From an optimization exercise on the open Yosys and OpenROAD flow, aimed at small area, a short achievable clock period and few clock cycles per item; shortcuts taken in it are not production practice.
No run shown here included a check of the RTL's function; only the layout flow was run.
Power figures rest on the tool's default switching activity, not on a simulated workload.

===== flow/design.v =====
module S00_AXI
#(
	  parameter integer AXI_DATA_WIDTH	= 32
	, parameter integer AXI_ADDR_WIDTH	= 8
	, parameter integer AXI_REGS_COUNT	= 20
)
(
	  input  logic                              AXI_ACLK
	, input  logic                              AXI_ARESETN
	, input  logic [AXI_ADDR_WIDTH - 1 : 0]     AXI_AWADDR
	, input  logic                              AXI_AWVALID
	, output logic                              AXI_AWREADY
	, input  logic [AXI_DATA_WIDTH - 1 : 0]     AXI_WDATA
	, input  logic [(AXI_DATA_WIDTH/8)-1 : 0]   AXI_WSTRB
	, input  logic                              AXI_WVALID
	, output logic                              AXI_WREADY
	, output logic [1 : 0]                      AXI_BRESP
	, output logic                              AXI_BVALID
	, input  logic                              AXI_BREADY
	, input  logic [AXI_ADDR_WIDTH - 1 : 0]     AXI_ARADDR
	, input  logic                              AXI_ARVALID
	, output logic                              AXI_ARREADY
	, output logic [AXI_DATA_WIDTH - 1 : 0]     AXI_RDATA
	, output logic [1 : 0]                      AXI_RRESP
	, output logic                              AXI_RVALID
	, input  logic                              AXI_RREADY
);
	localparam integer NBYTES = AXI_DATA_WIDTH/8;
	assign AXI_AWREADY = 1'b1;
	assign AXI_WREADY  = 1'b1;
	assign AXI_ARREADY = 1'b1;
	assign AXI_BRESP   = 2'b00;
	assign AXI_RRESP   = 2'b00;
	logic                          aw_got, w_got, commit, bvalid;
	logic [AXI_REGS_COUNT - 1 : 0] wrow;
	logic [NBYTES - 1 : 0]         wstrb;
	logic aw_ok, w_ok;
	assign aw_ok = aw_got | AXI_AWVALID;
	assign w_ok  = w_got  | AXI_WVALID;
	always_ff @(posedge AXI_ACLK)
	begin
		if (!AXI_ARESETN)
		begin
			aw_got <= 1'b0;
			w_got  <= 1'b0;
			bvalid <= 1'b0;
		end
		else
		begin
			aw_got <= aw_ok & ~w_ok;
			w_got  <= w_ok & ~aw_ok;
			bvalid <= bvalid ? ~AXI_BREADY : (aw_ok & w_ok);
		end
	end
	assign AXI_BVALID = bvalid;
	always_ff @(posedge AXI_ACLK)
	begin
		if (!AXI_ARESETN)
		begin
			commit <= 1'b1;
			wrow   <= '1;
			wstrb  <= '1;
		end
		else
		begin
			commit <= aw_ok & w_ok;
			if (!aw_got)
				for (integer i = 0; i < AXI_REGS_COUNT; i = i + 1)
					wrow[i] <= (AXI_AWADDR[6:2] == i);
			if (!w_got) wstrb <= AXI_WSTRB;
		end
	end
	logic [AXI_DATA_WIDTH - 1 : 0] regs_n [AXI_REGS_COUNT];
	logic [AXI_DATA_WIDTH - 1 : 0] rdata;
	logic [AXI_DATA_WIDTH - 1 : 0] wdata_n;
	assign wdata_n = ~rdata;
	genvar r, b;
	generate
		for (r = 0; r < AXI_REGS_COUNT; r = r + 1)
		begin : g_row
			for (b = 0; b < NBYTES; b = b + 1)
			begin : g_byte
				logic ld;
				logic [7:0] nxt;
				assign ld = commit & wrow[r] & wstrb[b];
				for (genvar i = 0; i < 8; i = i + 1)
				begin : g_bit
					AO22 u_ao (.a(ld), .b(wdata_n[b*8+i]), .c(~ld), .d(regs_n[r][b*8+i]), .y(nxt[i]));
				end
				always_ff @(posedge AXI_ACLK) regs_n[r][b*8 +: 8] <= nxt;
			end
		end
	endgenerate
	logic                          rvalid, rvalid_o;
	logic                          rvalid_n;
	assign rvalid_n = AXI_ARESETN & (rvalid ? ~AXI_RREADY : AXI_ARVALID);
	always_ff @(posedge AXI_ACLK) rvalid <= rvalid_n;
	OUTREG u_rvalid_o (.clk(AXI_ACLK), .d(rvalid_n), .q(rvalid_o));
	logic [3:0]                    lo;
	logic [7:0]                    hi;
	DEC2  u_lo (.a(AXI_ARADDR[3:2]), .y(lo));
	DEC3H u_hi (.a(AXI_ARADDR[6:4]), .en(AXI_ARVALID), .y(hi));
	localparam integer RSEL_BITS = 8;
	logic [AXI_REGS_COUNT - 1 : 0] rsel_n [AXI_DATA_WIDTH / RSEL_BITS];
	for (genvar c = 0; c < AXI_DATA_WIDTH / RSEL_BITS; c = c + 1)
	begin : g_rcopy
		for (genvar i = 0; i < AXI_REGS_COUNT; i = i + 1)
		begin : g_rsel
			NAND2 u_nand (.a(hi[i / 4]), .b(lo[i % 4]), .y(rsel_n[c][i]));
		end
	end
	logic hold;
	assign hold = rvalid | w_got;
	for (genvar i = 0; i < AXI_DATA_WIDTH; i = i + 1)
	begin : g_rbit
		logic [11:0] t;
		for (genvar j = 0; j < 10; j = j + 1)
		begin : g_pair
			OAI22 u_oai (.a(rsel_n[i / RSEL_BITS][2*j]), .b(regs_n[2*j][i]), .c(rsel_n[i / RSEL_BITS][2*j+1]), .d(regs_n[2*j+1][i]), .y(t[j]));
		end
		AND2 u_hold (.a(hold), .b(rdata[i]), .y(t[10]));
		AND2 u_wr (.a(AXI_WVALID), .b(AXI_WDATA[i]), .y(t[11]));
		logic rnext;
		OR12 u_or (.a(t), .y(rnext));
		always_ff @(posedge AXI_ACLK) rdata[i] <= rnext;
	end
	assign AXI_RDATA  = rdata;
	assign AXI_RVALID = rvalid_o;
endmodule
module OUTREG
(
	  input  logic clk
	, input  logic d
	, output logic q
);
	always_ff @(posedge clk) q <= d;
endmodule
module AO22
(
	  input  logic a
	, input  logic b
	, input  logic c
	, input  logic d
	, output logic y
);
	assign y = (a & b) | (c & d);
endmodule
module OAI22
(
	  input  logic a
	, input  logic b
	, input  logic c
	, input  logic d
	, output logic y
);
	assign y = ~((a | b) & (c | d));
endmodule
module NAND2
(
	  input  logic a
	, input  logic b
	, output logic y
);
	assign y = ~(a & b);
endmodule
module AND2
(
	  input  logic a
	, input  logic b
	, output logic y
);
	assign y = a & b;
endmodule
module OR12
(
	  input  logic [11:0] a
	, output logic        y
);
	logic [3:0] g_n;
	NOR3  u_n0 (.a(a[0]), .b(a[1]),  .c(a[2]),  .y(g_n[0]));
	NOR3  u_n1 (.a(a[3]), .b(a[4]),  .c(a[5]),  .y(g_n[1]));
	NOR3  u_n2 (.a(a[6]), .b(a[7]),  .c(a[8]),  .y(g_n[2]));
	NOR3  u_n3 (.a(a[9]), .b(a[10]), .c(a[11]), .y(g_n[3]));
	NAND4 u_y  (.a(g_n[0]), .b(g_n[1]), .c(g_n[2]), .d(g_n[3]), .y(y));
endmodule
module NOR3
(
	  input  logic a
	, input  logic b
	, input  logic c
	, output logic y
);
	assign y = ~(a | b | c);
endmodule
module NAND4
(
	  input  logic a
	, input  logic b
	, input  logic c
	, input  logic d
	, output logic y
);
	assign y = ~(a & b & c & d);
endmodule
module DEC2
(
	  input  logic [1:0] a
	, output logic [3:0] y
);
	always_comb
		for (integer i = 0; i < 4; i = i + 1)
			y[i] = (a == i);
endmodule
module DEC3H
(
	  input  logic [2:0] a
	, input  logic       en
	, output logic [7:0] y
);
	always_comb
		for (integer i = 0; i < 8; i = i + 1)
			y[i] = en & (a == i);
endmodule
module TopModule
#(
      parameter integer   AXI_DATA_WIDTH	  = 32
    , parameter integer   AXI_ADDR_WIDTH	  = 8
)
(
    input  logic                              clk
  , input  logic                              areset_n
  , input  logic [AXI_ADDR_WIDTH - 1 : 0]     S00_AXI_AWADDR
  , input  logic                              S00_AXI_AWVALID
  , output logic                              S00_AXI_AWREADY
  , input  logic [AXI_DATA_WIDTH - 1 : 0]     S00_AXI_WDATA
  , input  logic [(AXI_DATA_WIDTH/8)-1 : 0]   S00_AXI_WSTRB
  , input  logic                              S00_AXI_WVALID
  , output logic                              S00_AXI_WREADY
  , output logic [1 : 0]                      S00_AXI_BRESP
  , output logic                              S00_AXI_BVALID
  , input  logic                              S00_AXI_BREADY
  , input  logic [AXI_ADDR_WIDTH - 1 : 0]     S00_AXI_ARADDR
  , input  logic                              S00_AXI_ARVALID
  , output logic                              S00_AXI_ARREADY
  , output logic [AXI_DATA_WIDTH - 1 : 0]     S00_AXI_RDATA
  , output logic [1 : 0]                      S00_AXI_RRESP
  , output logic                              S00_AXI_RVALID
  , input  logic                              S00_AXI_RREADY
);
  S00_AXI
  #(
      .AXI_DATA_WIDTH(AXI_DATA_WIDTH)
    , .AXI_ADDR_WIDTH(AXI_ADDR_WIDTH)
    , .AXI_REGS_COUNT(20)
  )
  axi_slave
  (
      .AXI_ACLK(        clk)
    , .AXI_ARESETN(     areset_n)
    , .AXI_AWADDR(      S00_AXI_AWADDR)
    , .AXI_AWVALID(     S00_AXI_AWVALID)
    , .AXI_AWREADY(     S00_AXI_AWREADY)
    , .AXI_WDATA(       S00_AXI_WDATA)
    , .AXI_WSTRB(       S00_AXI_WSTRB)
    , .AXI_WVALID(      S00_AXI_WVALID)
    , .AXI_WREADY(      S00_AXI_WREADY)
    , .AXI_BRESP(       S00_AXI_BRESP)
    , .AXI_BVALID(      S00_AXI_BVALID)
    , .AXI_BREADY(      S00_AXI_BREADY)
    , .AXI_ARADDR(      S00_AXI_ARADDR)
    , .AXI_ARVALID(     S00_AXI_ARVALID)
    , .AXI_ARREADY(     S00_AXI_ARREADY)
    , .AXI_RDATA(       S00_AXI_RDATA)
    , .AXI_RRESP(       S00_AXI_RRESP)
    , .AXI_RVALID(      S00_AXI_RVALID)
    , .AXI_RREADY(      S00_AXI_RREADY)
  );
endmodule

===== flow/run.sh =====
#!/bin/bash
# synth_recipe.tcl (not shown) runs the flow's synth.tcl, then flattens the netlist and writes it again
# the make line also repeats each setting of config.mk as NAME=value (left out here)
make -C /OpenROAD-flow-scripts/flow DESIGN_CONFIG=/design/flow/config.mk WORK_HOME=/design/flow/orfs CLKGATE_MAP_FILE= SYNTH_SCRIPT=/design/flow/synth_recipe.tcl finish

===== flow/config.mk =====
export PLATFORM = sky130hd
export DESIGN_NAME = TopModule
export DESIGN_NICKNAME = TopModule
export VERILOG_FILES = /design/flow/design.v
export SDC_FILE = /design/flow/constraint.sdc
export NUM_CORES = 4
export LEC_CHECK = 0
export CAP_MARGIN = 20
export CORE_MARGIN = 2
export CORE_UTILIZATION = 50
export CTS_CLUSTER_DIAMETER = 80
export CTS_CLUSTER_SIZE = 25
export SETUP_SLACK_MARGIN = 2.5
export SLEW_MARGIN = 20
export SYNTH_HIERARCHICAL = 1
export SYNTH_MINIMUM_KEEP_SIZE = 0

===== flow/constraint.sdc =====
create_clock -name core_clock -period 4.5 [get_ports {clk}]
set_input_delay 0.9000 -clock core_clock [delete_from_list [all_inputs] [get_ports {clk}]]
set_output_delay 0.9000 -clock core_clock [all_outputs]
set_load 0.01 [all_outputs]

==> run_results.csv, run 1 <==
group,metric,value,unit
worst_hold_path,worstHoldPathType,"flop to flop",
layout,final_util,57.3,%
critical_path,r2r_slack,2.58,ns
placement,dpl_cell_area,27100,um^2
clocking,clockBufferDepth,3,
timing,finClkSkew,0.0233,ns
clocking,cts_root_buf,"clkbuf_16",
placement,placedCellCount,3005,
layout,drive_gt1_share,15.2,%
floorplanning,initial_core_util,50.7,%
worst_hold_path,hold-path-endpoint,"axi_slave.regs_n[18][26]",
floorplanning,rows,82,
critical_path,r2r-start,"axi_slave.w_got",
clocking,cts_sinks,702,
power,intPower,11.1,mW
global_route,grt.overflow.total,0,
synthesis,netlist_area,25500,um^2
synthesis,syn_avg_cell_area,11.2,um^2
timing,maxSlewHeadroom,27.4,%
timing,finalMaxSlewViolations,0,
clocking,htreeDepth,2,
floorplanning,io_pins,100,
placement,dp_slack,1.12,ns
layout,fin_nets,2463,
critical_path,crit_type,"input port to flop",
timing,period_minus_slack,2.06,ns
critical_path,cp.required,5.03,ns
timing,worst_pin_slew,1.09,ns
power,ir_drop,0.299,mV
routing,drt-initial-drc-count,1854,
power,power.share.combinational,18.9,%
power,p_clk_share,24.4,%
timing,fin_hold_ws,0.479,ns
layout,fin_area,28700,um^2
placement,io_buffers,86,
clocking,cts_inserted_buffers,37,
floorplanning,core_area,50200,um^2
routing,routed_wl,82700,um
power,leakage,12.0,nW
power,power.density,552,nW/um^2
global_route,antenna_found_initial,8,
routing,ant_nets,0,
synthesis,yosys_warnings,13,
floorplanning,dieArea,52700,um^2
timing,setup_slack,2.44,ns
clocking,clk_latency,0.60,ns
routing,wire_per_inst,26.7,um
placement,dp_hpwl,50100,um
global_route,grt_max_degree,41,
routing,post-route-drc-count,0,
routing,firstDrtPassIters,5,
run_status,status,"timing/DRC/antenna clean",
run,cap_viol_max_count,0,
timing,hold_viol,0,
power,p_total,15.9,mW
floorplanning,fp.dieW,230,um
worst_hold_path,worst_hold_path.num_cells,1,
timing,fmax,486,MHz
timing,fin_crit_sh,45.7,%
layout,layoutNonFillerInstCount,3097,
layout,syn2layout_area_growth,12.9,%
power,switching_share,29.7,%
timing,setup_viol,0,
global_route,grt_use_total,30.4,%
critical_path,r2r_cells,5,
critical_path,cp-end-kind,"flop",
synthesis,postSynthCellCount,2267,
power,pwr-share-seq,56.6,%
critical_path,startpoint_type,"input port",
critical_path,worstReg2RegEnd,"axi_slave.rdata[27]",
global_route,grt_pass1_vias,19200,
timing,rsz0062_at_grt,"yes",
floorplanning,die_h,230,um
clocking,clk_pin_slew,0.09,ns
worst_hold_path,hold_start,"axi_slave.regs_n[18][26]",
power,p_sw,4.72,mW
placement,gp_congestion,0.837,
critical_path,worst-path-max-fanout,16,
routing,routed_via_density,6.59,
timing,finalSetupTns,0,ns
critical_path,worstPathArrival,2.59,ns
global_route,grt_pass1_wl,123000,um
routing,vias,20400,
clocking,cts_tree,"yes",
[registers in the layout (all words and copies together), names as in the netlist]
| name | count |
|---|---|
| axi_slave.wrow | 20 |
| axi_slave.u_rvalid_o.q | 1 |
| axi_slave.rvalid | 1 |
| axi_slave.bvalid | 1 |
| axi_slave.regs_n | 640 |
| axi_slave.w_got | 1 |
| axi_slave.aw_got | 1 |
| axi_slave.wstrb | 4 |
| axi_slave.commit | 1 |
| axi_slave.rdata | 32 |
[worst max-delay path: stages]
cell and delay, ns:
buf_2 0.29, nor4b_4 0.31, buf_8 0.25, nand2_1 0.21, o22ai_1 0.37, nor3_2 0.13, nand4_1 0.10
[area by class of cell]
type,instances,area (um^2)
fillers,4203,21400
flip-flops and latches,702,14100
well taps,672,841
multi-input cells,1436,11200
diodes,2,5.00
inverters,112,420
repair buffers,115,1030
clock buffers,41,951
clock inverters,17,205
[repair_timing]
| action | in CTS | in global routing |
|---|---|---|
| gates resized for setup | 249 | 41 |
| pin swaps | 12 | 5 |
| buffers inserted | 21 | 3 |
| hold buffers | 0 | 0 |
| endpoints found under the setup margin | 540 | 544 |
| gates cloned | 8 | 0 |
[cell usage in the layout (no fill, tap or decap), drive strengths merged, types with 2 or more instances in the layout]
| cell type | n |
|---|---|
| mux2i | 4 |
| a22o | 640 |
| or4b | 3 |
| nor4b | 2 |
| o311ai | 5 |
| o22ai | 321 |
| nand4 | 32 |
| o21ai | 2 |
| clkinvlp | 6 |
| buf | 65 |
| clkdlybuf4s50 | 44 |
| conb | 7 |
| and2 | 67 |
| and4b | 2 |
| nand2 | 107 |
| clkbuf | 44 |
| and3 | 80 |
| nor3 | 129 |
| clkinv | 6 |
| nand2b | 3 |
| o211ai | 15 |
| dfxtp | 702 |
| inv | 114 |
| nor2 | 2 |
| bufinv | 3 |
| diode | 2 |
| and4bb | 5 |
| and2b | 4 |
[how the worst max path moves through the flow]
stage | start | end | cells after the start
floorplan | S00_AXI_ARADDR[5] | axi_slave.rdata[0] | 5
global placement | S00_AXI_ARADDR[4] | axi_slave.rdata[19] | 6
detailed placement | S00_AXI_ARADDR[2] | axi_slave.rdata[26] | 6
CTS | S00_AXI_ARADDR[2] | axi_slave.rdata[25] | 7
global route | S00_AXI_ARADDR[2] | axi_slave.rdata[16] | 6
finish | S00_AXI_ARVALID | axi_slave.rdata[9] | 7
[per-layer routing]
metal / GRT usage (%) / vias to the layer above / part of all wire, %
met1: 44.0 / 10200 / 45
li1: - / 9321 / -
met4: 8.81 / 2 / 2.9
met5: 0 / - / 0.016
met2: 47.4 / 762 / 44
met3: 4.08 / 126 / 7.3
[power groups by stage]
stage / Clock (mW) / Combinational (mW) / Sequential (mW)
finish: 3.87 / 3.01 / 8.99
global route: 4.14 / 3.23 / 9.18
CTS: 3.91 / 2.94 / 8.95
detailed placement: 0 / 2.90 / 9.05
global placement: 0 / 2.81 / 9.04
floorplan: 0 / 2.08 / 8.75
==> run 2: changes to the inputs <==
--- a/flow/design.v
+++ b/flow/design.v
@@ -92,49 +92,44 @@
 		end
 	endgenerate
-	logic                          rvalid, rvalid_o;
-	logic                          rvalid_n;
-	assign rvalid_n = AXI_ARESETN & (rvalid ? ~AXI_RREADY : AXI_ARVALID);
-	always_ff @(posedge AXI_ACLK) rvalid <= rvalid_n;
-	OUTREG u_rvalid_o (.clk(AXI_ACLK), .d(rvalid_n), .q(rvalid_o));
+	logic rvalid;
+	always_ff @(posedge AXI_ACLK) rvalid <= AXI_ARESETN & (rvalid ? ~AXI_RREADY : AXI_ARVALID);
 	logic [3:0]                    lo;
 	logic [7:0]                    hi;
+	logic [AXI_REGS_COUNT - 1 : 0] rsel_n;
 	DEC2  u_lo (.a(AXI_ARADDR[3:2]), .y(lo));
 	DEC3H u_hi (.a(AXI_ARADDR[6:4]), .en(AXI_ARVALID), .y(hi));
-	localparam integer RSEL_BITS = 8;
-	logic [AXI_REGS_COUNT - 1 : 0] rsel_n [AXI_DATA_WIDTH / RSEL_BITS];
-	for (genvar c = 0; c < AXI_DATA_WIDTH / RSEL_BITS; c = c + 1)
-	begin : g_rcopy
-		for (genvar i = 0; i < AXI_REGS_COUNT; i = i + 1)
-		begin : g_rsel
-			NAND2 u_nand (.a(hi[i / 4]), .b(lo[i % 4]), .y(rsel_n[c][i]));
-		end
-	end
-	logic hold;
-	assign hold = rvalid | w_got;
+	for (genvar i = 0; i < AXI_REGS_COUNT; i = i + 1)
+	begin : g_rsel
+		NAND2 u_nand (.a(hi[i / 4]), .b(lo[i % 4]), .y(rsel_n[i]));
+	end
+	logic hold_n, wvalid_n;
+	assign hold_n   = ~(rvalid | w_got);
+	assign wvalid_n = ~AXI_WVALID;
 	for (genvar i = 0; i < AXI_DATA_WIDTH; i = i + 1)
 	begin : g_rbit
-		logic [11:0] t;
+		logic [10:0] t;
 		for (genvar j = 0; j < 10; j = j + 1)
 		begin : g_pair
-			OAI22 u_oai (.a(rsel_n[i / RSEL_BITS][2*j]), .b(regs_n[2*j][i]), .c(rsel_n[i / RSEL_BITS][2*j+1]), .d(regs_n[2*j+1][i]), .y(t[j]));
-		end
-		AND2 u_hold (.a(hold), .b(rdata[i]), .y(t[10]));
-		AND2 u_wr (.a(AXI_WVALID), .b(AXI_WDATA[i]), .y(t[11]));
+			OAI22 u_oai (.a(rsel_n[2*j]), .b(regs_n[2*j][i]), .c(rsel_n[2*j+1]), .d(regs_n[2*j+1][i]), .y(t[j]));
+		end
+		OAI22 u_hw (.a(hold_n), .b(wdata_n[i]), .c(wvalid_n), .d(~AXI_WDATA[i]), .y(t[10]));
 		logic rnext;
-		OR12 u_or (.a(t), .y(rnext));
+		OR11 u_or (.a(t), .y(rnext));
 		always_ff @(posedge AXI_ACLK) rdata[i] <= rnext;
 	end
 	assign AXI_RDATA  = rdata;
-	assign AXI_RVALID = rvalid_o;
-endmodule
-module OUTREG
-(
-	  input  logic clk
+	assign AXI_RVALID = rvalid;
+endmodule
+module AO22
+(
+	  input  logic a
+	, input  logic b
+	, input  logic c
 	, input  logic d
-	, output logic q
-);
-	always_ff @(posedge clk) q <= d;
-endmodule
-module AO22
+	, output logic y
+);
+	assign y = (a & b) | (c & d);
+endmodule
+module OAI22
 (
 	  input  logic a
@@ -144,14 +139,4 @@
 	, output logic y
 );
-	assign y = (a & b) | (c & d);
-endmodule
-module OAI22
-(
-	  input  logic a
-	, input  logic b
-	, input  logic c
-	, input  logic d
-	, output logic y
-);
 	assign y = ~((a | b) & (c | d));
 endmodule
@@ -164,15 +149,7 @@
 	assign y = ~(a & b);
 endmodule
-module AND2
-(
-	  input  logic a
-	, input  logic b
-	, output logic y
-);
-	assign y = a & b;
-endmodule
-module OR12
-(
-	  input  logic [11:0] a
+module OR11
+(
+	  input  logic [10:0] a
 	, output logic        y
 );
@@ -181,5 +158,5 @@
 	NOR3  u_n1 (.a(a[3]), .b(a[4]),  .c(a[5]),  .y(g_n[1]));
 	NOR3  u_n2 (.a(a[6]), .b(a[7]),  .c(a[8]),  .y(g_n[2]));
-	NOR3  u_n3 (.a(a[9]), .b(a[10]), .c(a[11]), .y(g_n[3]));
+	NOR2  u_n3 (.a(a[9]), .b(a[10]),            .y(g_n[3]));
 	NAND4 u_y  (.a(g_n[0]), .b(g_n[1]), .c(g_n[2]), .d(g_n[3]), .y(y));
 endmodule
@@ -192,4 +169,12 @@
 );
 	assign y = ~(a | b | c);
+endmodule
+module NOR2
+(
+	  input  logic a
+	, input  logic b
+	, output logic y
+);
+	assign y = ~(a | b);
 endmodule
 module NAND4
==> run 2 against run 1 <==
Effect of this change: die area down 2.0%; register-to-register slack worse by 0.05 ns; utilization up 1.6 points; largest cell class unchanged; critical path type is now flop to output pin; highest routed layer unchanged.
==> run_results.csv, run 2 <==
group,metric,value,unit
power,power.density,546,nW/um^2
routing,ant_nets,0,
routing,routed_wl,88100,um
critical_path,slowest_delay,0.38,ns
timing,fmax,502,MHz
layout,regArea,14100,um^2
worst_hold_path,worstHoldPathType,"flop to flop",
floorplanning,core_area,49100,um^2
timing,setup_viol,0,
synthesis,yosys_warnings,11,
clocking,clockBufferDepth,3,
routing,firstDrtPassIters,6,
run_status,status,"timing/DRC/antenna clean",
layout,final_util,58.9,%
layout,reg_top3,"axi_slave.regs_n (640), axi_slave.rdata (32), axi_slave.wrow (20)",
timing,finalSetupTns,0,ns
timing,maxSlewHeadroom,30.7,%
timing,finClkSkew,0.0274,ns
global_route,grt_pass1_vias,19400,
placement,dp_hpwl,49400,um
clocking,cts_inserted_buffers,36,
critical_path,path_delay_family,"flip-flops",
clocking,htreeDepth,2,
synthesis,syn_avg_cell_area,11.3,um^2
timing,setup_slack,2.51,ns
floorplanning,io_pins,100,
global_route,grt_pass1_wl,124000,um
floorplanning,initial_core_util,50.8,%
global_route,antenna_found_initial,6,
floorplanning,die_h,227,um
power,ir_drop,0.347,mV
layout,multi_input_area,11000,um^2
critical_path,critPathBufInv,1,
floorplanning,dieArea,51700,um^2
run,cap_viol_max_count,0,
timing,rsz0062_at_grt,"yes",
critical_path,cp-end-kind,"output pin",
timing,hold_viol,0,
timing,worst_pin_slew,1.04,ns
floorplanning,rows,81,
timing,finalMaxSlewViolations,0,
routing,wire_per_inst,28.9,um
layout,drive_gt1_share,14.5,%
critical_path,path_cells,"buf_6",
clocking,cts_root_buf,"clkbuf_16",
layout,layout_common_cells,"dfxtp_1, a22o_1, o22ai_1, inv_1, nor3_2",
critical_path,crit_type,"flop to output pin",
critical_path,startpoint_type,"flop",
synthesis,netlist_area,24900,um^2
clocking,clk_pin_slew,0.09,ns
critical_path,worstPathArrival,1.09,ns
clocking,cts_tree,"yes",
global_route,grt.overflow.total,0,
timing,fin_crit_sh,44.2,%
power,leakage,12.2,nW
placement,gp_congestion,0.839,
clocking,clk_latency,0.60,ns
placement,io_buffers,86,
synthesis,postSynthCellCount,2207,
floorplanning,fp.dieW,227,um
routing,post-route-drc-count,0,
routing,drt-initial-drc-count,2401,
layout,fill_cells,4122,
global_route,grt_use_total,32.0,%
layout,largest_reg_flops,640,
timing,fin_hold_ws,0.477,ns
layout,syn2layout_area_growth,15.9,%
timing,period_minus_slack,1.99,ns
global_route,grt_max_degree,41,
routing,routed_via_density,6.71,
routing,vias,20500,
clocking,cts_sinks,701,
layout,regMostFlops,"axi_slave.regs_n",
critical_path,cpMaxStageDelayCell,"dfxtp_2",
layout,fin_nets,2425,
placement,dp_slack,1.14,ns
layout,mostFrequentLayoutCell,"dfxtp_1",
critical_path,worst-path-max-fanout,2,
critical_path,cp.required,3.60,ns
==> run 2: metrics by stage <==
stage               total power [mW]  instances  area [um^2]
floorplan                       10.7       2212        25000
CTS                             15.7       3025        28500
detailed placement              11.8       2940        26700
finish                          15.8       3052        28900
global placement                11.7       2940        26700
global route                    16.4       3046        28900
==> run 2: layout make-up <==
type | count | share of cell area [%]
Antenna cell | 6 | 0.0519
Clock buffer | 42 | 3.41
Clock inverter | 12 | 0.584
Inverter | 145 | 1.88
Multi-Input combinational cell | 1355 | 38.1
Sequential cell | 701 | 48.7
Tap cell | 664 | 2.87
Timing Repair Buffer | 127 | 4.41
==> run 2: worst paths after layout <==
path	from	to	slack, ns	depth (start not counted)
max	axi_slave.rdata[10]	S00_AXI_RDATA[10]	2.51	1
min	axi_slave.regs_n[13][28]	axi_slave.regs_n[13][28]	0.48	1
max reg2reg	axi_slave.commit	axi_slave.regs_n[15][13]	2.53	4
min reg2reg	axi_slave.regs_n[13][28]	axi_slave.regs_n[13][28]	0.48	1
==> run 2: routing by layer <==
metal / up-vias / track usage (%) / share of wire, %
met5: - / 0 / 0.044
met4: 6 / 13.1 / 4.4
met3: 184 / 5.07 / 7.8
met2: 921 / 49.9 / 45
met1: 10200 / 44.5 / 43
li1: 9196 / - / -
==> run 2: timing repair <==
item                                    4_1_cts  5_1_grt
gates cloned                                 10        9
gates resized for setup                     238       45
endpoints found under the setup margin      421      529
hold buffers                                  0        0
setup buffers                                21       11
pin swaps                                    14       19
==> run 2: power by group <==
| group | internal (mW) | switching (mW) |
|---|---|---|
| sequential | 7.91 | 1.00 |
| clock | 1.77 | 2.12 |
| combinational | 1.46 | 1.53 |
==> run 3: changes to the inputs <==
--- a/flow/config.mk
+++ b/flow/config.mk
@@ -15,2 +15,3 @@
 export SYNTH_HIERARCHICAL = 1
 export SYNTH_MINIMUM_KEEP_SIZE = 0
+export TNS_END_PERCENT = 10
==> run 3 against run 2 <==
Effect of this change: register-to-register slack about the same; combinational power about the same; worst setup slack worse by 0.094 ns; via count up 1.1%; still clean on timing, DRC and antenna; sequential share of layout area up 0.15 points; clock power down 2%; critical path depth unchanged; cell count down 0.39%; clock-buffer cell count up 4; sequential power about the same; utilization down 0.28 points; highest routed layer is now met4.
==> run_results.csv, run 3 <==
group,metric,value,unit
run_status,status,"timing/DRC/antenna clean",
global_route,grt_pass1_vias,19700,
routing,vias,20700,
critical_path,path_delay_family,"flip-flops",
timing,period_minus_slack,2.08,ns
timing,fin_hold_ws,0.478,ns
timing,maxSlewHeadroom,25.7,%
critical_path,slowest_delay,0.35,ns
clocking,cts_sinks,701,
synthesis,syn_avg_cell_area,11.3,um^2
layout,largest_reg_flops,640,
floorplanning,io_pins,100,
timing,rsz0062_at_grt,"yes",
layout,layout_common_cells,"dfxtp_1, a22o_1, o22ai_1, inv_1, nor3_2",
routing,routed_via_density,6.81,
layout,syn2layout_area_growth,15.4,%
critical_path,r2r_cells,5,
clocking,cts_inserted_buffers,35,
critical_path,cpMaxStageDelayCell,"dfxtp_1",
routing,post-route-drc-count,0,
critical_path,worstPathArrival,1.18,ns
routing,drt-initial-drc-count,2407,
critical_path,startpoint_type,"flop",
global_route,grt_max_degree,42,
power,p_sw,4.61,mW
layout,drive_gt1_share,11.9,%
routing,routed_wl,87400,um
layout,regArea,14100,um^2
synthesis,postSynthCellCount,2207,
placement,io_buffers,86,
synthesis,netlist_area,24900,um^2
routing,ant_nets,0,
run,cap_viol_max_count,0,
critical_path,r2r-start,"axi_slave.rvalid",
power,intPower,11.1,mW
worst_hold_path,hold-path-endpoint,"axi_slave.regs_n[5][10]",
layout,fin_nets,2417,
critical_path,worstReg2RegEnd,"axi_slave.rdata[28]",
clocking,htreeDepth,2,
timing,hold_viol,0,
clocking,clk_latency,0.60,ns
clocking,clk_pin_slew,0.10,ns
critical_path,critPathBufInv,1,
power,switching_share,29.4,%
power,leakage,12.0,nW
timing,finClkSkew,0.0220,ns
power,p_clk_share,24.2,%
floorplanning,die_h,227,um
critical_path,cp.required,3.60,ns
layout,multi_input_area,10900,um^2
placement,dp_hpwl,49800,um
floorplanning,initial_core_util,50.8,%
power,ir_drop,0.322,mV
layout,reg_top3,"axi_slave.regs_n (640), axi_slave.rdata (32), axi_slave.wrow (20)",
layout,fill_cells,4211,
clocking,ctsHoldBuffers,0,
critical_path,worst-path-max-fanout,2,
timing,finalMaxSlewViolations,0,
floorplanning,rows,81,
critical_path,path_depth,1,
global_route,grt_use_total,33.0,%
routing,firstDrtPassIters,5,
floorplanning,fp.dieW,227,um
timing,fmax,480,MHz
power,pwr-share-seq,56.6,%
synthesis,yosys_warnings,11,
timing,setup_viol,0,
clocking,cts_root_buf,"clkbuf_16",
power,power.share.combinational,19.1,%
worst_hold_path,worstHoldPathType,"flop to flop",
critical_path,r2r_slack,2.53,ns
floorplanning,core_area,49100,um^2
layout,regMostFlops,"axi_slave.regs_n",
global_route,grt.overflow.total,0,
global_route,antenna_found_initial,2,
global_route,grt_pass1_wl,128000,um
critical_path,crit_type,"flop to output pin",
critical_path,path_cells,"clkdlybuf4s15_2",
routing,wire_per_inst,28.8,um
floorplanning,dieArea,51700,um^2
worst_hold_path,hold_start,"axi_slave.regs_n[5][10]",
power,p_total,15.7,mW
timing,fin_crit_sh,46.3,%
timing,worst_pin_slew,1.11,ns
critical_path,cp-end-kind,"output pin",
worst_hold_path,worst_hold_path.num_cells,1,
clocking,cts_tree,"yes",
power,power.density,546,nW/um^2
layout,mostFrequentLayoutCell,"dfxtp_1",
placement,gp_congestion,0.853,
clocking,clockBufferDepth,3,
timing,finalSetupTns,0,ns
-- run 3: cell type report --
type / count / share of cell area, %
antenna: 1 / 0.00870
clock buffer: 46 / 3.54
clock inverter: 8 / 0.352
inverter: 145 / 1.89
multi-input combinational: 1352 / 37.8
sequential: 701 / 48.9
tap: 664 / 2.89
timing repair buffer: 123 / 4.63
-- run 3: what timing repair did --
action,CTS,global route
gates resized for setup,181,5
pin swaps,34,0
buffers inserted,28,2
gates cloned,16,0
endpoints found under the setup margin,355,693
-- run 3: power by group through the flow --
stage               clock [mW]  sequential, mW  combinational (mW)
floorplan                    0            8.70                2.05
global placement             0            8.93                2.77
detailed placement           0            8.97                2.87
CTS                       3.82            8.86                2.95
global route              4.04            9.07                3.21
finish                    3.80            8.89                3.00
-- run 3: how the worst max path moves through the flow --
stage	from	to	slack, ns
6_report	axi_slave.rdata[29]	S00_AXI_RDATA[29]	2.42
4_1_cts	axi_slave.rdata[6]	S00_AXI_RDATA[6]	2.41
3_5_place_dp	S00_AXI_ARADDR[3]	axi_slave.rdata[8]	1.13
2_1_floorplan	S00_AXI_ARADDR[5]	axi_slave.rdata[0]	2.37
3_3_place_gp	S00_AXI_ARADDR[3]	axi_slave.rdata[8]	1.16
5_1_grt	axi_slave.rdata[29]	S00_AXI_RDATA[29]	2.37
-- run 3: routing by layer --
metal  part of all wire (%)  wire, um  GRT usage (%)
met4                    4.2      3650           13.1
met3                    6.8      5980           3.78
met5                      0         0              0
met1                     44     38100           46.4
met2                     45     39700           52.1
-- run 3: through the flow --
step                utilization [%]  instances  cell area (um^2)  setup WS [ns]
finish                         58.6       3040             28800           2.42
global route                   58.6       3039             28800           2.37
CTS                            58.6       3037             28700           2.41
detailed placement             54.3       2939             26700           1.13
global placement               54.3       2939             26700           1.16
floorplan                         -       2212             25000           2.37
==> run 4: changes to the inputs <==
--- a/flow/config.mk
+++ b/flow/config.mk
@@ -8,5 +8,5 @@
 export CAP_MARGIN = 20
 export CORE_MARGIN = 2
-export CORE_UTILIZATION = 50
+export CORE_UTILIZATION = 70
 export CTS_CLUSTER_DIAMETER = 80
 export CTS_CLUSTER_SIZE = 25
@@ -15,3 +15,2 @@
 export SYNTH_HIERARCHICAL = 1
 export SYNTH_MINIMUM_KEEP_SIZE = 0
-export TNS_END_PERCENT = 10
==> run 4 against run 3 <==
Effect of this change: utilization rose by 22 points; sequential share of layout area grew 0.64 points; fmax up 4.9%; sequential power grew 0.7%; power fell by 1.5%; via count increased by 5.0%; critical path depth grew 5; first-iteration DRC count up 4.7%; cell count shrank 6.7%.
==> run_results.csv, run 4 <==
group,metric,value,unit
synthesis,netlist_area,24900,um^2
timing,worst_pin_slew,1.02,ns
worst_hold_path,hold-path-endpoint,"axi_slave.regs_n[10][5]",
placement,io_buffers,86,
critical_path,path_delay_family,"buffers and inverters",
routing,routed_via_density,7.67,
critical_path,critPathBufInv,3,
global_route,grtUsageMet2,65.9,%
clocking,clk_pin_slew,0.09,ns
critical_path,worstPathArrival,2.41,ns
layout,multi_input_area,11100,um^2
floorplanning,fp.dieW,193,um
timing,fin_hold_ws,0.479,ns
routing,firstDrtPassIters,8,
global_route,grt_use_total,44.2,%
timing,fmax,503,MHz
timing,finClkSkew,0.0249,ns
timing,hold_viol,0,
run,cap_viol_max_count,0,
critical_path,path_cells,"clkdlybuf4s50_1 > clkinvlp_4 > buf_4 > o22ai_1 > nor2_1 > nand4_1",
floorplanning,dieArea,37100,um^2
layout,reg_top3,"axi_slave.regs_n (640), axi_slave.rdata (32), axi_slave.wrow (20)",
timing,finalMaxSlewViolations,0,
layout,largest_reg_flops,640,
floorplanning,io_pins,100,
layout,fill_cells,2168,
placement,gp_congestion,0.872,
critical_path,slowest_delay,0.51,ns
layout,regMostFlops,"axi_slave.regs_n",
routing,post-route-drc-count,0,
floorplanning,die_h,193,um
layout,mostFrequentLayoutCell,"dfxtp_1",
routing,vias,21700,
worst_hold_path,hold_start,"axi_slave.regs_n[10][5]",
timing,setup_viol,0,
routing,routed_wl,84600,um
power,power.density,544,nW/um^2
routing,ant_nets,0,
worst_hold_path,worstHoldPathType,"flop to flop",
global_route,grt_max_degree,33,
timing,period_minus_slack,1.99,ns
critical_path,worst-path-max-fanout,16,
clocking,clockBufferDepth,3,
critical_path,cp.required,4.92,ns
critical_path,cpMaxStageDelayCell,"clkdlybuf4s50_1",
timing,fin_crit_sh,44.2,%
clocking,htreeDepth,2,
clocking,cts_sinks,701,
synthesis,postSynthCellCount,2207,
layout,regArea,14100,um^2
critical_path,r2r-start,"axi_slave.wstrb[1]",
timing,rsz0062_at_grt,"no",
global_route,grt.overflow.total,0,
timing,maxSlewHeadroom,32.2,%
layout,layoutNonFillerInstCount,2835,
critical_path,startpoint_type,"input port",
power,ir_drop,0.540,mV
layout,final_util,80.5,%
synthesis,syn_avg_cell_area,11.3,um^2
clocking,clk_latency,0.57,ns
layout,syn2layout_area_growth,14.0,%
critical_path,r2r_slack,2.53,ns
global_route,grt_pass1_vias,20500,
timing,finalSetupTns,0,ns
critical_path,cp-end-kind,"flop",
floorplanning,initial_core_util,70.6,%
global_route,met3_usage,10.1,%
synthesis,yosys_warnings,11,
floorplanning,rows,69,
worst_hold_path,worst_hold_path.num_cells,1,
critical_path,r2r_cells,3,
placement,placedCellCount,2733,
global_route,antenna_found_initial,8,
global_route,grt_pass1_wl,124000,um
global_route,busiest_layer,"met2",
placement,dp_hpwl,46400,um
floorplanning,core_area,35300,um^2
run_status,status,"timing/DRC/antenna clean",
clocking,cts_inserted_buffers,34,
power,leakage,12.0,nW
layout,drive_gt1_share,14.1,%
power,p_total,15.5,mW
clocking,cts_tree,"yes",
clocking,cts_root_buf,"clkbuf_16",
global_route,grt_util_met1,57.3,%
layout,layout_common_cells,"dfxtp_1, a22o_1, o22ai_1, inv_1, nor3_2",
routing,drt-initial-drc-count,2520,
layout,fin_nets,2422,
critical_path,crit_type,"input port to flop",
critical_path,worstReg2RegEnd,"axi_slave.regs_n[17][10]",
routing,wire_per_inst,29.9,um
==> run 4: where the power goes <==
group          internal [mW]  switching (mW)
clock network           1.51            1.98
registers               7.91            1.05
logic                   1.44            1.58
==> run 4: cell type report <==
type	count	share of cell area, %
inverters	145	1.93
diodes	6	0.0528
flip-flops and latches	701	49.5
clock inverters	2	0.0880
multi-input cells	1359	38.9
repair buffers	122	4.18
clock buffers	39	3.32
well taps	461	2.03
==> run 4: stage by stage <==
step                      cell area, um^2  setup WS [ns]
after floorplan                     25000           2.37
after detailed placement            26400           1.24
after global placement              26400           1.27
after global routing                28400           2.50
final                               28400           2.51
after CTS                           28300           2.49
==> run 4: metal layers <==
metal	vias up	part of all wire, %
li1	9173	-
met5	-	0.032
met4	4	7.6
met1	10500	37
met3	411	12
met2	1641	43
==> run 4: worst register-to-register path, cell delays in order (launching register included) <==
cell and delay (ns):
dfxtp_1 0.86, and3_1 0.50, inv_1 0.23, a22o_1 0.28
==> run 4: worst max-delay path by stage <==
stage	depth (start not counted)	slack (ns)	endpoint	from
final	6	2.51	axi_slave.rdata[9]	S00_AXI_WVALID
after global routing	4	2.50	axi_slave.regs_n[0][9]	axi_slave.commit
after CTS	7	2.49	axi_slave.rdata[17]	S00_AXI_ARVALID
after detailed placement	6	1.24	axi_slave.rdata[17]	S00_AXI_ARADDR[6]
after global placement	6	1.27	axi_slave.rdata[25]	S00_AXI_ARVALID
after floorplan	5	2.37	axi_slave.rdata[0]	S00_AXI_ARADDR[5]
==> run 4: timing repair <==
| action | 4_1_cts | 5_1_grt |
|---|---|---|
| hold buffers | 0 | 0 |
| resized for setup | 254 | 23 |
| setup buffers | 29 | 3 |
| endpoints found under the setup margin | 685 | 168 |
| cloned | 21 | 2 |
| pin swaps | 24 | 5 |
==> run 5: changes to the inputs <==
--- a/flow/design.v
+++ b/flow/design.v
@@ -75,4 +75,6 @@
 	logic [AXI_DATA_WIDTH - 1 : 0] wdata_n;
 	assign wdata_n = ~rdata;
+	logic [NBYTES - 1 : 0] cs;
+	assign cs = {NBYTES{commit}} & wstrb;
 	genvar r, b;
 	generate
@@ -81,10 +83,11 @@
 			for (b = 0; b < NBYTES; b = b + 1)
 			begin : g_byte
-				logic ld;
+				logic ld, keep;
 				logic [7:0] nxt;
-				assign ld = commit & wrow[r] & wstrb[b];
+				AND2  u_ld   (.a(wrow[r]), .b(cs[b]), .y(ld));
+				NAND2 u_keep (.a(wrow[r]), .b(cs[b]), .y(keep));
 				for (genvar i = 0; i < 8; i = i + 1)
 				begin : g_bit
-					AO22 u_ao (.a(ld), .b(wdata_n[b*8+i]), .c(~ld), .d(regs_n[r][b*8+i]), .y(nxt[i]));
+					AO22 u_ao (.a(ld), .b(wdata_n[b*8+i]), .c(keep), .d(regs_n[r][b*8+i]), .y(nxt[i]));
 				end
 				always_ff @(posedge AXI_ACLK) regs_n[r][b*8 +: 8] <= nxt;
@@ -140,4 +143,12 @@
 );
 	assign y = ~((a | b) & (c | d));
+endmodule
+module AND2
+(
+	  input  logic a
+	, input  logic b
+	, output logic y
+);
+	assign y = a & b;
 endmodule
 module NAND2
--- a/flow/config.mk
+++ b/flow/config.mk
@@ -8,8 +8,8 @@
 export CAP_MARGIN = 20
 export CORE_MARGIN = 2
-export CORE_UTILIZATION = 70
+export CORE_UTILIZATION = 50
 export CTS_CLUSTER_DIAMETER = 80
 export CTS_CLUSTER_SIZE = 25
-export SETUP_SLACK_MARGIN = 2.5
+export SETUP_SLACK_MARGIN = 2.6
 export SLEW_MARGIN = 20
 export SYNTH_HIERARCHICAL = 1
==> run 5 against run 4 <==
Effect of this change: sequential power hardly changed; cell area is 3.6% higher; non-clock buffer count is 37 higher; largest cell class unchanged; hold slack worse by 0.0022 ns; clock skew is 0.00092 ns higher.
==> run_results.csv, run 5 <==
group,metric,value,unit
floorplanning,initial_core_util,50.8,%
synthesis,yosys_warnings,11,
clocking,clk_latency,0.59,ns
clocking,cts_root_buf,"clkbuf_16",
worst_hold_path,worst_hold_path.num_cells,1,
routing,vias,20900,
critical_path,worst-path-max-fanout,2,
floorplanning,rows,81,
critical_path,path_depth,1,
placement,dp_slack,1.08,ns
global_route,grt.overflow.total,0,
power,intPower,11.2,mW
worst_hold_path,hold-path-endpoint,"axi_slave.regs_n[19][0]",
floorplanning,die_h,227,um
timing,setup_viol,0,
critical_path,worstReg2RegEnd,"axi_slave.rdata[8]",
routing,wire_per_inst,28.7,um
timing,hold_viol,0,
clocking,cts_tree,"yes",
run,cap_viol_max_count,0,
clocking,clockBufferDepth,3,
global_route,grt_max_degree,41,
power,leakage,12.3,nW
placement,io_buffers,86,
timing,worst_pin_slew,1.03,ns
power,switching_share,29.7,%
global_route,grt_use_total,33.7,%
layout,reg_top3,"axi_slave.regs_n (640), axi_slave.rdata (32), axi_slave.wrow (20)",
placement,dp_hpwl,49800,um
power,p_sw,4.72,mW
timing,period_minus_slack,2.04,ns
synthesis,postSynthCellCount,2195,
power,power.share.combinational,19.2,%
timing,finalSetupTns,0,ns
clocking,clk_pin_slew,0.10,ns
timing,finalMaxSlewViolations,0,
clocking,htreeDepth,2,
layout,drive_gt1_share,15.8,%
clocking,cts_inserted_buffers,37,
power,power.density,540,nW/um^2
timing,finClkSkew,0.0258,ns
routing,ant_nets,0,
layout,largest_reg_flops,640,
critical_path,r2r_cells,5,
critical_path,path_delay_family,"flip-flops",
run_status,status,"timing/DRC/antenna clean",
floorplanning,fp.dieW,227,um
power,p_clk_share,24.8,%
timing,fin_crit_sh,45.4,%
critical_path,worstPathArrival,1.14,ns
global_route,antenna_found_initial,4,
routing,routed_via_density,6.75,
floorplanning,dieArea,51600,um^2
critical_path,cp.required,3.60,ns
critical_path,cpMaxStageDelayCell,"dfxtp_4",
critical_path,critPathBufInv,1,
critical_path,path_cells,"buf_6",
timing,maxSlewHeadroom,31.3,%
critical_path,startpoint_type,"flop",
layout,layout_common_cells,"dfxtp_1, a22o_1, o22ai_1, nand2_1, nor3_2",
routing,post-route-drc-count,0,
timing,rsz0062_at_grt,"yes",
routing,firstDrtPassIters,5,
floorplanning,core_area,49100,um^2
critical_path,crit_type,"flop to output pin",
critical_path,r2r-start,"axi_slave.w_got",
clocking,ctsHoldBuffers,0,
placement,gp_congestion,0.804,
layout,syn2layout_area_growth,18.3,%
routing,routed_wl,88900,um
timing,setup_slack,2.46,ns
worst_hold_path,hold_start,"axi_slave.regs_n[19][0]",
global_route,grt_pass1_vias,19600,
power,pwr-share-seq,56.0,%
critical_path,slowest_delay,0.43,ns
global_route,grt_pass1_wl,129000,um
layout,fin_nets,2468,
layout,regMostFlops,"axi_slave.regs_n",
routing,drt-initial-drc-count,2394,
critical_path,cp-end-kind,"output pin",
critical_path,r2r_slack,2.68,ns
power,ir_drop,0.328,mV
floorplanning,io_pins,100,
layout,mostFrequentLayoutCell,"dfxtp_1",
worst_hold_path,worstHoldPathType,"flop to flop",
timing,fmax,489,MHz
clocking,cts_sinks,701,
synthesis,syn_avg_cell_area,11.3,um^2
synthesis,netlist_area,24900,um^2
-- run 5: power groups by stage --
stage,Combinational [mW],Clock [mW],Sequential (mW)
finish,3.06,3.95,8.92
global route,3.28,4.17,9.10
CTS,3.01,3.96,8.88
detailed placement,2.89,0,8.95
global placement,2.81,0,8.93
floorplan,2.04,0,8.71
-- run 5: cell type report --
class                           instances  area [um^2]
Antenna cell                            9         22.5
Clock buffer                           41          981
Clock inverter                         17          200
Fill cell                            4101        19600
Inverter                               65          248
Multi-Input combinational cell       1445        11400
Sequential cell                       701        14100
Tap cell                              664          831
Timing Repair Buffer                  159         1740
-- run 5: worst max path at each step --
stage,startpoint,to
after floorplan,S00_AXI_ARADDR[5],axi_slave.rdata[0]
after global placement,S00_AXI_ARVALID,axi_slave.rdata[3]
after detailed placement,S00_AXI_ARVALID,axi_slave.rdata[20]
after CTS,axi_slave.bvalid,S00_AXI_BVALID
after global routing,axi_slave.bvalid,S00_AXI_BVALID
final,axi_slave.bvalid,S00_AXI_BVALID
-- run 5: routing by layer --
| layer | vias up | routed length (um) | part of all wire [%] | GRT usage (%) |
|---|---|---|---|---|
| li1 | 9334 | - | - | - |
| met1 | 10400 | 39100 | 44 | 47.6 |
| met2 | 1000 | 39400 | 44 | 51.4 |
| met3 | 160 | 7280 | 8.2 | 6.09 |
| met4 | 2 | 3160 | 3.5 | 12.8 |
| met5 | - | 13 | 0.015 | 0 |
-- run 5: through the flow --
stage	util [%]	hold slack, ns	power (mW)	area [um^2]	instances
after detailed placement	54.5	0.453	11.8	26700	2948
after floorplan	-	0.436	10.8	25000	2200
final	60.1	0.476	15.9	29500	3101
after CTS	59.8	0.479	15.8	29300	3085
after global routing	60.0	0.487	16.6	29400	3092
after global placement	54.5	0.447	11.7	26700	2948
-- run 5: repair_timing --
| action | 4_1_cts | 5_1_grt |
|---|---|---|
| buffers inserted | 57 | 4 |
| pin swaps | 26 | 16 |
| gates cloned | 22 | 3 |
| gates resized for setup | 300 | 19 |
| setup endpoints to repair | 329 | 250 |
==> run 6: changes to the inputs <==
--- a/flow/config.mk
+++ b/flow/config.mk
@@ -11,5 +11,5 @@
 export CTS_CLUSTER_DIAMETER = 80
 export CTS_CLUSTER_SIZE = 25
-export SETUP_SLACK_MARGIN = 2.6
+export SETUP_SLACK_MARGIN = 2.5
 export SLEW_MARGIN = 20
 export SYNTH_HIERARCHICAL = 1
==> run 6 against run 5 <==
Effect of this change: cell area fell by 1.4%; worst setup slack worse by 0.0064 ns; sequential share of layout area grew 0.66 points; sequential cell count did not move; via count is 1.4% lower; power down 0.66%; hold slack got worse by 0.00091 ns; clock skew shrank 0.00087 ns; utilization shrank 0.84 points; critical path type unchanged; largest cell class unchanged.
==> run_results.csv, run 6 <==
group,metric,value,unit
clocking,cts_tree,"yes",
layout,fin_area,29100,um^2
critical_path,worstPathArrival,1.15,ns
timing,finalMaxSlewViolations,0,
global_route,grt_pass1_vias,19100,
routing,top_layer,"met4",
floorplanning,fp.dieW,227,um
floorplanning,die_h,227,um
timing,finClkSkew,0.0249,ns
critical_path,path_delay_family,"flip-flops",
critical_path,cp-end-kind,"output pin",
layout,multi_input_area,11300,um^2
floorplanning,dieArea,51600,um^2
synthesis,syn_avg_cell_area,11.3,um^2
layout,regMostFlops,"axi_slave.regs_n",
routing,wl_met1,38700,um
global_route,grt_use_total,32.2,%
floorplanning,initial_core_util,50.8,%
critical_path,path_cells,"buf_6",
critical_path,slowest_delay,0.43,ns
synthesis,postSynthCellCount,2195,
worst_hold_path,worstHoldPathType,"flop to flop",
clocking,clk_latency,0.59,ns
global_route,antenna_found_initial,2,
timing,rsz0062_at_grt,"yes",
critical_path,cpMaxStageDelayCell,"dfxtp_4",
layout,drive_gt1_share,15.0,%
clocking,htreeDepth,2,
layout,mostFrequentLayoutCell,"dfxtp_1",
clocking,ctsHoldBuffers,0,
critical_path,startpoint_type,"flop",
run,cap_viol_max_count,0,
critical_path,worst-path-max-fanout,2,
run_status,status,"timing/DRC/antenna clean",
routing,wl_met2,38300,um
power,p_clk_share,24.9,%
placement,dpl_cell_area,26700,um^2
layout,reg_top3,"axi_slave.regs_n (640), axi_slave.rdata (32), axi_slave.wrow (20)",
timing,fin_crit_sh,45.5,%
layout,regArea,14100,um^2
timing,setup_viol,0,
routing,firstDrtPassIters,5,
critical_path,cp.required,3.60,ns
timing,finalSetupTns,0,ns
power,leakage,12.0,nW
power,pwr-share-seq,56.3,%
layout,final_util,59.2,%
routing,ant_nets,0,
global_route,grt_max_degree,41,
synthesis,netlist_area,24900,um^2
power,p_sw,4.69,mW
timing,fmax,488,MHz
global_route,grt.overflow.total,0,
routing,vias,20600,
layout,syn2layout_area_growth,16.7,%
clocking,cts_root_buf,"clkbuf_16",
timing,hold_viol,0,
power,ir_drop,0.329,mV
floorplanning,core_area,49100,um^2
clocking,cts_inserted_buffers,37,
timing,worst_pin_slew,1.04,ns
routing,drt-initial-drc-count,2337,
floorplanning,rows,81,
floorplanning,io_pins,100,
timing,fin_hold_ws,0.475,ns
clocking,clockBufferDepth,3,
power,power.share.combinational,18.8,%
routing,wl_met3,6590,um
power,p_total,15.8,mW
timing,maxSlewHeadroom,30.7,%
placement,io_buffers,86,
clocking,clk_pin_slew,0.10,ns
routing,wire_per_inst,28.0,um
critical_path,crit_type,"flop to output pin",
routing,post-route-drc-count,0,
layout,layout_common_cells,"dfxtp_1, a22o_1, o22ai_1, nand2_1, nor3_2",
synthesis,yosys_warnings,11,
global_route,grt_pass1_wl,125000,um
critical_path,r2r_slack,2.66,ns
routing,routed_via_density,6.69,
critical_path,critPathBufInv,1,
power,power.density,545,nW/um^2
power,intPower,11.1,mW
layout,fin_nets,2452,
timing,period_minus_slack,2.05,ns
layout,fill_cells,4158,
layout,largest_reg_flops,640,
power,switching_share,29.7,%
clocking,cts_sinks,701,
placement,dp_hpwl,49800,um
routing,routed_wl,86400,um
placement,gp_congestion,0.804,
run 6: power groups by stage:
stage	Combinational (mW)	Clock, mW	Sequential (mW)
floorplan	2.04	0	8.71
global placement	2.81	0	8.93
detailed placement	2.89	0	8.95
CTS	2.91	3.96	8.86
global route	3.20	4.17	9.08
finish	2.98	3.94	8.90
run 6: per-layer routing:
metal / vias to the layer above / track usage [%]
li1: 9288 / -
met1: 10300 / 46.6
met2: 923 / 48.9
met3: 129 / 4.92
met4: 0 / 11.6
met5: - / 0
run 6: repair_timing:
action                                  in CTS  in global routing
gates resized for setup                    239                 23
setup buffers                               42                 10
pin swaps                                   20                 12
cloned                                      12                  6
endpoints found under the setup margin     304                 52
run 6: final cells by class:
| type | count | share of cell area, % |
|---|---|---|
| Antenna cell | 7 | 0.0603 |
| Multi-Input combinational cell | 1438 | 38.7 |
| Inverter | 65 | 0.853 |
| Timing Repair Buffer | 150 | 4.97 |
| Clock inverter | 17 | 0.689 |
| Clock buffer | 41 | 3.38 |
| Sequential cell | 701 | 48.5 |
| Tap cell | 664 | 2.86 |
run 6: worst paths after layout:
kind | from | to | cells after the start
worst max-delay path | axi_slave.bvalid | S00_AXI_BVALID | 1
worst max register to register | axi_slave.commit | axi_slave.regs_n[18][23] | 4
worst min register to register | axi_slave.regs_n[19][0] | axi_slave.regs_n[19][0] | 1
worst min-delay path | axi_slave.regs_n[19][0] | axi_slave.regs_n[19][0] | 1
run 6: metrics by stage:
stage	setup slack, ns	instances
6_report	2.45	3083
5_1_grt	2.43	3076
4_1_cts	2.45	3060
3_5_place_dp	1.08	2948
3_3_place_gp	1.09	2948
2_1_floorplan	2.37	2200
==> run 7: changes to the inputs <==
==> flow/flow/run.sh (new file) <==
#!/bin/bash
# The standard layout, with the port buffers inserted as buf_4 rather than the
# weakest buffer (the resizer still sizes them where timing needs it).
set -euo pipefail
bash standard.sh BUFFER_PORTS_ARGS="-buffer_cell sky130_fd_sc_hd__buf_4" finish > standard.log 2>&1
==> flow/standard.sh (new file) <==
#!/bin/bash
# synth_recipe.tcl (not shown) runs the flow's synth.tcl, then flattens the netlist and writes it again
# the make line also repeats each setting of config.mk as NAME=value (left out here)
make -C /OpenROAD-flow-scripts/flow DESIGN_CONFIG=/design/flow/config.mk WORK_HOME=/design/flow/orfs CLKGATE_MAP_FILE= SYNTH_SCRIPT=/design/flow/synth_recipe.tcl "${@:-finish}"
removed: flow/run.sh
==> run 7 against run 6 <==
Effect of this change: worst setup slack better by 0.019 ns; sequential share of layout area up 1.7 points; critical path depth up 5; fmax up 0.94%; cell area down 3.4%; synthesized area unchanged; non-clock buffer count down 50; critical path type is now input port to flop; critical endpoint is now axi_slave.rdata[3]; largest cell class unchanged.
==> run_results.csv, run 7 <==
group,metric,value,unit
timing,finalMaxSlewViolations,0,
layout,reg_top3,"axi_slave.regs_n (640), axi_slave.rdata (32), axi_slave.wrow (20)",
floorplanning,die_h,227,um
global_route,antenna_found_initial,1,
clocking,cts_root_buf,"clkbuf_16",
layout,n_antenna_cell,0,
layout,fin_area,28000,um^2
timing,fmax,493,MHz
layout,fin_nets,2384,
critical_path,cp-endpoint,"axi_slave.rdata[3]",
critical_path,r2r-start,"axi_slave.commit",
timing,hold_viol,0,
layout,syn2layout_area_growth,12.6,%
synthesis,yosys_warnings,11,
critical_path,path_depth,6,
layout,layout_common_cells,"dfxtp_1, a22o_1, o22ai_1, nand2_1",
global_route,grt.overflow.total,0,
worst_hold_path,worstHoldPathType,"flop to flop",
run_status,status,"timing/DRC/antenna clean",
layout,regMostFlops,"axi_slave.regs_n",
timing,fin_crit_sh,45.1,%
global_route,grt_pass1_vias,18400,
power,ir_drop,0.372,mV
critical_path,cp-startpoint,"S00_AXI_ARADDR[3]",
timing,maxSlewHeadroom,32.5,%
placement,io_buffers,86,
global_route,grt_pass1_wl,117000,um
critical_path,r2r_cells,4,
critical_path,worstPathArrival,2.49,ns
critical_path,worst-path-max-fanout,32,
layout,drive_gt1_share,13.4,%
clocking,clk_pin_slew,0.10,ns
routing,ant_nets,0,
placement,dp_hpwl,50000,um
timing,fin_hold_ws,0.476,ns
worst_hold_path,hold_start,"axi_slave.wstrb[1]",
placement,gp_congestion,0.831,
clocking,htreeDepth,2,
synthesis,postSynthCellCount,2195,
clocking,cts_inserted_buffers,37,
timing,finalSetupTns,0,ns
floorplanning,dieArea,51600,um^2
routing,post-route-drc-count,0,
run,cap_viol_max_count,0,
timing,period_minus_slack,2.03,ns
synthesis,syn_avg_cell_area,11.3,um^2
routing,routed_via_density,6.60,
timing,finClkSkew,0.0223,ns
floorplanning,fp.dieW,227,um
floorplanning,core_area,49100,um^2
routing,vias,19900,
placement,dpl_cell_area,26500,um^2
critical_path,cpMaxStageDelayCell,"nand2_4",
global_route,grt_max_degree,41,
critical_path,startpoint_type,"input port",
critical_path,r2r_slack,2.62,ns
routing,routed_wl,79000,um
timing,rsz0062_at_grt,"yes",
routing,wire_per_inst,26.2,um
critical_path,worstReg2RegEnd,"axi_slave.regs_n[18][18]",
critical_path,slowest_delay,0.46,ns
layout,largest_reg_flops,640,
clocking,cts_tree,"yes",
routing,firstDrtPassIters,6,
floorplanning,initial_core_util,50.8,%
clocking,cts_sinks,701,
clocking,clockBufferDepth,3,
power,p_total,15.9,mW
critical_path,cp.required,4.96,ns
routing,drt-initial-drc-count,2241,
critical_path,path_cells,"buf_4 > and2_2 > nand2_4 > o22ai_1 > nor3_2 > nand4_1",
timing,setup_viol,0,
critical_path,path_delay_family,"simple AND/OR/NAND/NOR gates",
power,leakage,11.7,nW
global_route,grt_use_total,30.0,%
clocking,clk_latency,0.59,ns
layout,mostFrequentLayoutCell,"dfxtp_1",
critical_path,crit_type,"input port to flop",
floorplanning,rows,81,
floorplanning,io_pins,100,
critical_path,critPathBufInv,1,
synthesis,netlist_area,24900,um^2
timing,worst_pin_slew,1.01,ns
critical_path,cp-end-kind,"flop",
layout,fill_cells,4238,
power,power.density,567,nW/um^2
## run 7: cell types whose count changed in the layout (fill, tap and decap cells not counted), moves of 10 or more
cell	before	now
buf_4	42	96
o22ai_2	13	0
dfxtp_1	669	679
o22ai_1	340	353
clkdlybuf4s50_1	45	0
buf_2	33	0
buf_12	21	0
## run 7: what timing repair did
item	4_1_cts	5_1_grt
resized for setup	27	36
hold buffers	0	0
pin swaps	1	3
endpoints found under the setup margin	40	141
buffers inserted	4	0
## run 7: layout make-up
cell class                      count  area [um^2]  area share, %
Clock buffer                       44         1000           3.57
Clock inverter                     17          265          0.946
Timing Repair Buffer              100          766           2.73
Inverter                           65          248          0.883
Multi-Input combinational cell   1420        10900           38.8
Tap cell                          664          831           2.96
Sequential cell                   701        14100           50.1
## run 7: worst min path at each step
| stage | to | slack (ns) | cells past startpoint |
|---|---|---|---|
| global route | axi_slave.w_got | 0.47 | 2 |
| finish | axi_slave.wstrb[1] | 0.48 | 2 |
| CTS | axi_slave.w_got | 0.46 | 2 |
| detailed placement | axi_slave.regs_n[6][7] | 0.45 | 1 |
| floorplan | axi_slave.wstrb[0] | 0.44 | 2 |
| global placement | axi_slave.wstrb[2] | 0.45 | 2 |
## run 7: through the flow
| step | utilization [%] | setup slack (ns) | std cells |
|---|---|---|---|
| finish | 57.2 | 2.47 | 3011 |
| global route | 57.2 | 2.44 | 3011 |
| CTS | 56.8 | 2.49 | 3011 |
| detailed placement | 54.0 | 1.56 | 2946 |
| global placement | 54.0 | 1.57 | 2946 |
| floorplan | - | 2.37 | 2200 |
## run 7: worst min-delay path: cells and delay by family, from the launching register on
| family | cells | cell delay (ns) |
|---|---|---|
| DFF | 1 | 0.33 |
| muxes | 1 | 0.07 |
| and+or+nand+nor | 1 | 0.06 |
## run 7: report_power, final
group | internal, mW | leakage [nW] | switching, mW
Clock | 1.97 | 0.616 | 2.13
Sequential | 7.90 | 5.89 | 0.973
Combinational | 1.42 | 5.16 | 1.50
Total | 11.3 | 11.7 | 4.60
## run 7: per-layer routing
layer / GRT usage (%) / share of wire [%] / vias up
li1: - / - / 9110
met1: 43.8 / 46 / 9961
met2: 46.2 / 45 / 729
met3: 5.20 / 6.8 / 78
met4: 6.92 / 1.9 / 0
met5: 0 / 0 / -
==> run 8: changes to the inputs <==
--- a/flow/design.v
+++ b/flow/design.v
@@ -33,5 +33,6 @@
 	assign AXI_RRESP   = 2'b00;
 	logic                          aw_got, w_got, commit, bvalid;
-	logic [AXI_REGS_COUNT - 1 : 0] wrow;
+	logic [4:0]                    waddr;
+	logic                          rst_q;
 	logic [NBYTES - 1 : 0]         wstrb;
 	logic aw_ok, w_ok;
@@ -56,8 +57,9 @@
 	always_ff @(posedge AXI_ACLK)
 	begin
+		rst_q <= ~AXI_ARESETN;
+		if (!aw_got) waddr <= AXI_AWADDR[6:2];
 		if (!AXI_ARESETN)
 		begin
 			commit <= 1'b1;
-			wrow   <= '1;
 			wstrb  <= '1;
 		end
@@ -65,7 +67,4 @@
 		begin
 			commit <= aw_ok & w_ok;
-			if (!aw_got)
-				for (integer i = 0; i < AXI_REGS_COUNT; i = i + 1)
-					wrow[i] <= (AXI_AWADDR[6:2] == i);
 			if (!w_got) wstrb <= AXI_WSTRB;
 		end
@@ -75,4 +74,8 @@
 	logic [AXI_DATA_WIDTH - 1 : 0] wdata_n;
 	assign wdata_n = ~rdata;
+	logic [AXI_REGS_COUNT - 1 : 0] wrow;
+	always_comb
+		for (integer i = 0; i < AXI_REGS_COUNT; i = i + 1)
+			wrow[i] = rst_q | (waddr == i);
 	logic [NBYTES - 1 : 0] cs;
 	assign cs = {NBYTES{commit}} & wstrb;
==> run 8 against run 7 <==
Effect of this change: die area is 1.2% lower; critical path depth is 1 lower; clock power decreased by 6.6%; highest routed layer unchanged.
==> run_results.csv, run 8 <==
group,metric,value,unit
synthesis,syn_avg_cell_area,11.4,um^2
clocking,cts_inserted_buffers,35,
layout,layout_common_cells,"dfxtp_1, a22o_1, o22ai_1, buf_4, nor3_2",
placement,dp_hpwl,49000,um
timing,worst_pin_slew,0.977,ns
routing,drt-initial-drc-count,1915,
global_route,grt_use_total,30.1,%
routing,wire_per_inst,27.0,um
global_route,grt_pass1_vias,18800,
critical_path,worstPathArrival,2.55,ns
timing,maxSlewHeadroom,34.8,%
timing,finClkSkew,0.0221,ns
power,leakage,11.7,nW
timing,setup_viol,0,
synthesis,netlist_area,24600,um^2
routing,routed_via_density,6.67,
floorplanning,io_pins,100,
floorplanning,fp.dieW,226,um
clocking,cts_sinks,687,
critical_path,worstReg2RegEnd,"axi_slave.regs_n[19][2]",
clocking,clk_latency,0.59,ns
floorplanning,rows,81,
critical_path,crit_type,"flop to flop",
global_route,grt.overflow.total,0,
critical_path,r2r_cells,5,
clocking,cts_root_buf,"clkbuf_16",
clocking,clockBufferDepth,3,
layout,regArea,13800,um^2
critical_path,slowest_delay,0.49,ns
synthesis,yosys_warnings,11,
critical_path,cpMaxStageDelayCell,"edfxtp_1",
layout,regMostFlops,"axi_slave.regs_n",
timing,fmax,482,MHz
floorplanning,initial_core_util,50.5,%
clocking,htreeDepth,2,
worst_hold_path,hold_start,"axi_slave.bvalid",
critical_path,r2r_slack,2.43,ns
layout,largest_reg_flops,640,
clocking,cts_tree,"yes",
routing,post-route-drc-count,0,
worst_hold_path,worstHoldPathType,"flop to flop",
critical_path,cp.required,4.98,ns
critical_path,worst-path-max-fanout,8,
timing,finalSetupTns,0,ns
run,cap_viol_max_count,0,
routing,ant_nets,0,
layout,reg_top3,"axi_slave.regs_n (640), axi_slave.rdata (32), axi_slave.waddr (5)",
floorplanning,core_area,48700,um^2
layout,drive_gt1_share,15.1,%
power,power.density,548,nW/um^2
timing,finalMaxSlewViolations,0,
timing,fin_hold_ws,0.452,ns
power,ir_drop,0.371,mV
critical_path,cp-end-kind,"flop",
floorplanning,die_h,226,um
placement,io_buffers,86,
critical_path,r2r-start,"axi_slave.waddr[2]",
layout,syn2layout_area_growth,13.7,%
routing,vias,19900,
timing,period_minus_slack,2.07,ns
worst_hold_path,worst_hold_path.num_cells,1,
timing,fin_crit_sh,46.1,%
critical_path,path_cells,"buf_4 > nor3b_4 > a31o_4 > nand2_1 > a22o_1",
global_route,grt_max_degree,41,
clocking,clk_pin_slew,0.10,ns
synthesis,postSynthCellCount,2164,
global_route,grt_pass1_wl,117000,um
timing,rsz0062_at_grt,"yes",
layout,mostFrequentLayoutCell,"dfxtp_1",
global_route,antenna_found_initial,0,
critical_path,startpoint_type,"flop",
routing,routed_wl,80600,um
timing,hold_viol,0,
layout,fin_nets,2364,
routing,firstDrtPassIters,5,
layout,fill_cells,4196,
placement,gp_congestion,0.815,
worst_hold_path,hold-path-endpoint,"axi_slave.bvalid",
floorplanning,dieArea,51000,um^2
layout,multi_input_area,11000,um^2
run_status,status,"timing/DRC/antenna clean",
## run 8: cell type report
| cell class | count | share of cell area [%] |
|---|---|---|
| sequential | 687 | 49.4 |
| multi-input combinational | 1404 | 39.5 |
| clock buffer | 42 | 3.45 |
| timing repair buffer | 109 | 3.03 |
| tap | 664 | 2.97 |
| inverter | 68 | 0.926 |
| clock inverter | 12 | 0.653 |
| antenna | 1 | 0.00895 |
## run 8: timing repair
action                                 in CTS  in global routing
hold buffers                                0                  0
endpoints found under the hold margin       0                  0
gates resized for setup                    68                 45
gates cloned                                0                  4
setup endpoints to repair                 610                481
setup buffers                               2                 15
pin swaps                                   1                  8
## run 8: metal layers
| layer | vias up | wire [um] | global-route usage, % |
|---|---|---|---|
| met2 | 768 | 36600 | 47.5 |
| met1 | 10000 | 36000 | 42.2 |
| li1 | 9020 | - | - |
| met4 | 0 | 2770 | 10.0 |
| met5 | - | 0 | 0 |
| met3 | 137 | 5260 | 4.81 |
## run 8: where the power goes
part	switching, mW	internal, mW	total [mW]
Clock	2.04	1.78	3.83
Combinational	1.51	1.39	2.90
Sequential	0.886	7.72	8.60
## run 8: worst max-delay path: cells and delay by family, from the launching register on
family          cells  cell delay (ns)
simple gates        2             0.59
flops               1             0.49
buf+inv             1             0.21
compound gates      2             0.67
## run 8: worst max path at each step
stage	start	to	slack (ns)	cells after the start
floorplan	S00_AXI_ARADDR[5]	axi_slave.rdata[0]	2.37	5
global placement	S00_AXI_ARADDR[2]	axi_slave.rdata[13]	1.53	6
detailed placement	S00_AXI_ARADDR[2]	axi_slave.rdata[13]	1.52	6
CTS	axi_slave.waddr[3]	axi_slave.regs_n[19][7]	2.32	4
global route	axi_slave.waddr[2]	axi_slave.regs_n[19][0]	2.38	5
finish	axi_slave.waddr[2]	axi_slave.regs_n[19][2]	2.43	5
## run 8: per-stage QoR
stage	std cells	utilization [%]	setup WS, ns	cell area, um^2	power, mW
2_1_floorplan	2169	-	2.37	24700	10.5
3_3_place_gp	2911	53.6	1.53	26100	11.4
3_5_place_dp	2911	53.6	1.52	26100	11.5
4_1_cts	2967	56.6	2.32	27600	15.2
5_1_grt	2986	57.4	2.38	28000	16.0
6_report	2987	57.4	2.43	28000	15.3
